What follows belongs to an exercise in optimizing a design on an open flow for a short achievable clock period; a production flow would make more cautious choices. Function was checked by simulation only, so behaviour that the tests miss may differ from the original. The flow treats the clock pin as an ideal source, which a real chip does not have.

==> flow/design.v <==
`timescale              1ns/1ps
`default_nettype        none
module EF_PSRAM_CTRL_ahbl (
    input   wire            HCLK,
    input   wire            HRESETn,
    input   wire            HSEL,
    input   wire [31:0]     HADDR,
    input   wire [31:0]     HWDATA,
    input   wire [1:0]      HTRANS,
    input   wire [2:0]      HSIZE,
    input   wire            HWRITE,
    input   wire            HREADY,
    output  wire            HREADYOUT,
    output  wire [31:0]     HRDATA,
    output  wire            sck,
    output  wire            ce_n,
    input   wire [3:0]      din,
    output  wire [3:0]      dout,
    output  wire [3:0]      douten
);
    reg         busy;            
    reg         hro;             
    reg         act;             
    reg         ce_r;            
    reg         sck_i;           
    reg         sck_r;           
    reg         shift;           
    reg [1:0]   busy_a;          
    reg [4:0]   cnt;             
    reg [4:0]   lastm1;          
    reg         done;            
    reg         wr;              
    reg         in_cmd;          
    reg         in_addr;         
    reg         asr_en;          
    reg [23:0]  asr;             
    reg [7:0]   wsel;            
    reg [3:0]   wdn;             
    reg [3:0]   dout_a;          
    reg [3:0]   dout_r;          
    reg         douten_r;
    reg [31:0]  rdata;           
    reg [31:0]  hrdata_r;        
    wire        ahb_addr_phase  = HTRANS[1] & HSEL & HREADY;
    wire        run             = busy & act;
    wire        shift_nx        = busy & ~done & act & ~sck_i;
    always @(posedge HCLK or negedge HRESETn)
        if(!HRESETn) begin
            busy    <= 1'b0;
            hro     <= 1'b0;
            act     <= 1'b0;
            ce_r    <= 1'b0;
        end else begin
            busy    <= busy ? ~done : ahb_addr_phase;
            hro     <= busy_a[0] ? ~(done & ~sck_i) : ahb_addr_phase;
            act     <= busy_a[0];
            ce_r    <= busy;
        end
    always @(posedge HCLK or negedge HRESETn)
        if(!HRESETn)
            busy_a  <= 2'b00;
        else begin
            busy_a[0] <= busy_a[0] ? ~done : ahb_addr_phase;
            busy_a[1] <= busy_a[1] ? ~done : ahb_addr_phase;
        end
    always @(posedge HCLK) begin
        shift   <= shift_nx;
        sck_i   <= act & ~sck_i;
        sck_r   <= act & ~sck_r;
        cnt     <= run ? cnt + {4'b0, shift} : 5'd0;
        done    <= run & (shift ? (cnt == lastm1) : done);
        in_cmd  <= run ? in_cmd & ~(shift & (cnt == 5'd6)) : 1'b1;
        in_addr <= run ? (in_addr | (shift & (cnt == 5'd6))) & ~(shift & (cnt == 5'd12)) : 1'b0;
        wsel    <= run ? (shift_nx ? {wsel[6:0], wsel[7]} : wsel) : 8'b0000_1000;
        asr_en  <= shift_nx & ~in_cmd;
    end
    always @(posedge HCLK)
        if(~busy_a[0]) begin
            wr      <= HWRITE;
            lastm1  <= HWRITE ? ((HSIZE == 3'd0) ? 5'd14 : (HSIZE == 3'd1) ? 5'd16 : 5'd20)
                              : ((HSIZE == 3'd0) ? 5'd21 : (HSIZE == 3'd1) ? 5'd23 : 5'd27);
        end
    always @(posedge HCLK) begin
        if(~busy_a[0])
            asr[11:0]   <= {HADDR[15:12], HADDR[19:16], HADDR[23:20]};
        else if(asr_en)
            asr[11:0]   <= asr[15:4];
        if(~busy_a[1])
            asr[23:12]  <= {HADDR[3:0], HADDR[7:4], HADDR[11:8]};
        else if(asr_en)
            asr[23:12]  <= {4'h0, asr[23:16]};
    end
    wire [7:0]  cmd     = wr ? 8'h38 : 8'heb;
    wire [2:0]  cmd_i   = 3'd6 - cnt[2:0];
    wire [31:0] wd_ord  = {HWDATA[27:24], HWDATA[31:28], HWDATA[19:16], HWDATA[23:20],
                           HWDATA[11:8],  HWDATA[15:12], HWDATA[3:0],   HWDATA[7:4]};
    reg  [3:0]  wd_nib;
    integer k;
    always @* begin
        wd_nib = 4'h0;
        for(k = 0; k < 8; k = k + 1)
            wd_nib = wd_nib | ({4{wsel[k]}} & wd_ord[4*k +: 4]);
    end
    wire [3:0]  nxt_d   = in_cmd  ? {3'b000, cmd[cmd_i]} :
                          in_addr ? asr[3:0] : wdn;
    always @(posedge HCLK)
        wdn <= wd_nib;
    wire        wr_d    = busy_a[0] ? wr : HWRITE;
    always @(posedge HCLK) begin
        if(~busy_a[0])
            dout_a  <= {3'b000, ~wr_d};
        else if(shift_nx)
            dout_a  <= nxt_d;
        dout_r  <= dout_a;
        if(~act)
            douten_r <= 1'b1;
        else if(shift & ~wr & ~in_cmd & ~in_addr)
            douten_r <= 1'b0;
    end
    genvar i;
    generate
        for(i = 0; i < 8; i = i + 1) begin : g_nib
            wire cap = shift & ~wr & (cnt == 5'd20 + (i ^ 1));
            always @(posedge HCLK)
                if(cap)
                    rdata[i*4 +: 4] <= din;
        end
    endgenerate
    always @(posedge HCLK)
        hrdata_r <= rdata;
    assign HREADYOUT    = ~hro;
    assign HRDATA       = hrdata_r;
    assign sck          = sck_r;
    assign ce_n         = ~ce_r;
    assign dout         = dout_r;
    assign douten       = {4{douten_r}};
endmodule
==> flow/config.mk <==
export PLATFORM = sky130hd
export DESIGN_NAME = EF_PSRAM_CTRL_ahbl
export DESIGN_NICKNAME = EF_PSRAM_CTRL_ahbl
export VERILOG_FILES = /design/flow/design.v
export SDC_FILE = /design/flow/constraint.sdc
export NUM_CORES = 4
export LEC_CHECK = 0
export CAP_MARGIN = 20
export CORE_MARGIN = 2
export CORE_UTILIZATION = 45
export SETUP_SLACK_MARGIN = 2.2
export SLEW_MARGIN = 20
==> flow/constraint.sdc <==
create_clock -name core_clock -period 3.5 [get_ports {HCLK}]
set_input_delay 0.7000 -clock core_clock [delete_from_list [all_inputs] [get_ports {HCLK}]]
set_output_delay 0.7000 -clock core_clock [all_outputs]
set_load 0.01 [all_outputs]
standard.sh (not shown) runs the stock make flow with config.mk's settings and CLKGATE_MAP_FILE= SYNTH_SCRIPT=/design/flow/synth_recipe.tcl, a recipe that flattens the netlist after the stock synthesis.
==> flow/flow/run.sh <==
#!/bin/bash
# Standard ORFS flow, except that after CTS the clock tree is rebuilt as a
# single level: the clock port drives NCLK buf_16 cells, each of which
# drives one balanced cluster of flip-flops (see post_cts.tcl).
set -euo pipefail
here=$(pwd)
export POST_CTS_TCL=$here/flow/post_cts.tcl
export FLOW_NCLK=${FLOW_NCLK:-4}
export FLOW_CLKBUF=${FLOW_CLKBUF:-sky130_fd_sc_hd__buf_16}
bash standard.sh finish > $here/standard_make.log 2>&1
==> flow/flow/post_cts.tcl <==
# Rebuild the clock tree made by CTS as one level of FLOW_CLKBUF cells, each
# driving an equal share of the flip-flops, grouped by location.
set block [ord::get_db_block]
set db [ord::get_db]
set nclk $::env(FLOW_NCLK)
set buf_master [$db findMaster $::env(FLOW_CLKBUF)]
set clk_port_net [$block findNet HCLK]

# port buffers: plain buffers, not delay cells
proc port_buffer_swap {} {
  set block [ord::get_db_block]
  set db [ord::get_db]
  foreach bt [$block getBTerms] {
    set name [$bt getName]
    if {$name eq "HCLK"} { continue }
    set net [$bt getNet]
    if {$net eq "NULL"} { continue }
    set io [$bt getIoType]
    foreach it [$net getITerms] {
      set inst [$it getInst]
      set m [[$inst getMaster] getName]
      if {![regexp {__(buf|clkbuf|dlygate|clkdlybuf|dlymetal|dlybuf)} $m]} { continue }
      if {$io eq "INPUT" && [$it isInputSignal]} {
        set want sky130_fd_sc_hd__buf_4
      } elseif {$io eq "OUTPUT" && [$it isOutputSignal]} {
        set want sky130_fd_sc_hd__buf_6
      } else { continue }
      if {$m ne $want} {
        puts "port $name: [$inst getName] $m -> $want"
        replace_cell [$inst getName] $want
      }
    }
  }
}
port_buffer_swap

# Pull each output's driving chain (port buffer, an inverter if any, and the
# flip-flop) next to its pin, so the register-to-pin wires are short, and
# keep it as sized here (inverters as inv_1, the lightest load on the flop).
proc driver_inst {net} {
  if {$net eq "NULL"} { return "" }
  foreach it [$net getITerms] {
    if {[$it isOutputSignal]} { return [$it getInst] }
  }
  return ""
}
proc sink_count {net} {
  set n 0
  foreach it [$net getITerms] { if {[$it isInputSignal]} { incr n } }
  return [expr {$n + [llength [$net getBTerms]]}]
}
set core [$block getCoreArea]
set site_h 2720
foreach bt [$block getBTerms] {
  if {[$bt getIoType] ne "OUTPUT"} { continue }
  set pb [$bt getBBox]
  set px [expr {([$pb xMin] + [$pb xMax]) / 2}]
  set py [expr {([$pb yMin] + [$pb yMax]) / 2}]
  set tx [expr {min(max($px, [$core xMin] + 2000), [$core xMax] - 6000)}]
  set ty [expr {min(max($py, [$core yMin] + 2000), [$core yMax] - 4000)}]
  set inst [driver_inst [$bt getNet]]
  set chain {}
  while {$inst ne ""} {
    set m [$inst getMaster]
    lappend chain $inst
    if {[$m isSequential]} { break }
    # follow the single data input of a buffer or inverter
    set ins {}
    foreach it [$inst getITerms] { if {[$it isInputSignal]} { lappend ins $it } }
    if {[llength $ins] != 1} { set chain {}; break }
    set innet [[lindex $ins 0] getNet]
    if {$innet eq "NULL" || [sink_count $innet] > 4} { break }
    set inst [driver_inst $innet]
  }
  foreach inst $chain {
    if {[$inst getPlacementStatus] eq "FIRM" || [$inst isFixed]} { continue }
    if {[regexp {__(inv|clkinv)_} [[$inst getMaster] getName]]} {
      replace_cell [$inst getName] sky130_fd_sc_hd__inv_1
    }
    $inst setLocation $tx $ty
    # keep the later repair steps from resizing or moving it away
    $inst setDoNotTouch 1
  }
  puts "output [$bt getName]: moved [llength $chain] cells to $tx $ty"
}
detailed_placement

# flip-flop clock pins reached through the CTS tree
set sinks {}
foreach inst [$block getInsts] {
  set m [$inst getMaster]
  if {[$m isSequential]} {
    foreach it [$inst getITerms] {
      if {[[$it getMTerm] getName] eq "CLK"} { lappend sinks $it }
    }
  }
}
# remove the CTS buffers, load cells and their nets
foreach inst [$block getInsts] {
  set n [$inst getName]
  if {[string match clkbuf_*HCLK* $n] || [string match clkload* $n]} {
    odb::dbInst_destroy $inst
  }
}
foreach net [$block getNets] {
  if {[string match clknet_* [$net getName]]} { odb::dbNet_destroy $net }
}

# split sinks into nclk groups of equal size: first by x, then by y
proc xy {it} {
  set inst [$it getInst]
  set b [$inst getBBox]
  return [list [expr {([$b xMin] + [$b xMax]) / 2}] [expr {([$b yMin] + [$b yMax]) / 2}]]
}
proc split_groups {items n axis} {
  if {$n <= 1} { return [list $items] }
  set keyed {}
  foreach it $items { lappend keyed [list [lindex [xy $it] $axis] $it] }
  set keyed [lsort -integer -index 0 $keyed]
  set n1 [expr {$n / 2}]
  set k [expr {round(double([llength $keyed]) * $n1 / $n)}]
  set a {}; set b {}
  set i 0
  foreach p $keyed {
    if {$i < $k} { lappend a [lindex $p 1] } else { lappend b [lindex $p 1] }
    incr i
  }
  set nx [expr {1 - $axis}]
  return [concat [split_groups $a $n1 $nx] [split_groups $b [expr {$n - $n1}] $nx]]
}
set groups [split_groups $sinks $nclk 0]

# refine: balanced k-means (Manhattan), each group at most ceil(n / nclk) sinks
proc median {l} {
  set l [lsort -integer $l]
  return [lindex $l [expr {[llength $l] / 2}]]
}
proc centers {groups} {
  set cs {}
  foreach grp $groups {
    set xs {}; set ys {}
    foreach it $grp { lassign [xy $it] x y; lappend xs $x; lappend ys $y }
    lappend cs [list [median $xs] [median $ys]]
  }
  return $cs
}
proc wirelen {groups} {
  set tot 0
  foreach grp $groups c [centers $groups] {
    lassign $c cx cy
    foreach it $grp { lassign [xy $it] x y; incr tot [expr {abs($x - $cx) + abs($y - $cy)}] }
  }
  return $tot
}
set cap [expr {int(ceil(double([llength $sinks]) / $nclk))}]
puts "clock clustering: initial spread [wirelen $groups]"
for {set iter 0} {$iter < 20} {incr iter} {
  set cs [centers $groups]
  set pairs {}
  foreach it $sinks {
    lassign [xy $it] x y
    set k 0
    foreach c $cs {
      lassign $c cx cy
      lappend pairs [list [expr {abs($x - $cx) + abs($y - $cy)}] $k $it]
      incr k
    }
  }
  set pairs [lsort -integer -index 0 $pairs]
  array unset taken
  set new {}
  for {set k 0} {$k < [llength $cs]} {incr k} { lappend new {}; set cnt($k) 0 }
  foreach p $pairs {
    lassign $p d k it
    if {[info exists taken($it)] || $cnt($k) >= $cap} { continue }
    set taken($it) 1
    incr cnt($k)
    lset new $k [concat [lindex $new $k] [list $it]]
  }
  if {[wirelen $new] >= [wirelen $groups]} { break }
  set groups $new
}
puts "clock clustering: final spread [wirelen $groups] after $iter rounds"

set g 0
foreach grp $groups {
  set xs {}; set ys {}
  foreach it $grp { lassign [xy $it] x y; lappend xs $x; lappend ys $y }
  set cx [median $xs]
  set cy [median $ys]
  set net [odb::dbNet_create $block clknet_lvl1_$g]
  $net setSigType CLOCK
  set inst [odb::dbInst_create $block $buf_master clkbuf_lvl1_$g]
  $inst setLocation $cx $cy
  $inst setPlacementStatus PLACED
  [$inst findITerm A] connect $clk_port_net
  [$inst findITerm X] connect $net
  foreach it $grp { $it disconnect; $it connect $net }
  puts "clock group $g: [llength $grp] sinks, buffer at $cx $cy"
  incr g
}
$clk_port_net setSigType CLOCK

detailed_placement
estimate_parasitics -placement
repair_timing_helper
detailed_placement
check_placement -verbose
estimate_parasitics -placement
report_clock_skew
report_worst_slack -max
The starting point aborted during clock tree synthesis with ODB-0370.
Change:
--- a/flow/design.v
+++ b/flow/design.v
@@ -40,7 +40,6 @@
     reg [3:0]   dout_r;          
     reg         douten_r;
     reg [31:0]  rdata;           
-    reg [31:0]  hrdata_r;        
     wire        ahb_addr_phase  = HTRANS[1] & HSEL & HREADY;
     wire        run             = busy & act;
     wire        shift_nx        = busy & ~done & act & ~sck_i;
@@ -126,10 +125,8 @@
                     rdata[i*4 +: 4] <= din;
         end
     endgenerate
-    always @(posedge HCLK)
-        hrdata_r <= rdata;
     assign HREADYOUT    = ~hro;
-    assign HRDATA       = hrdata_r;
+    assign HRDATA       = rdata;
     assign sck          = sck_r;
     assign ce_n         = ~ce_r;
     assign dout         = dout_r;
=> The changed run did not get past clock tree synthesis; synthesized cell count is lower by about 10%; synthesized area shrinks by about 14%.
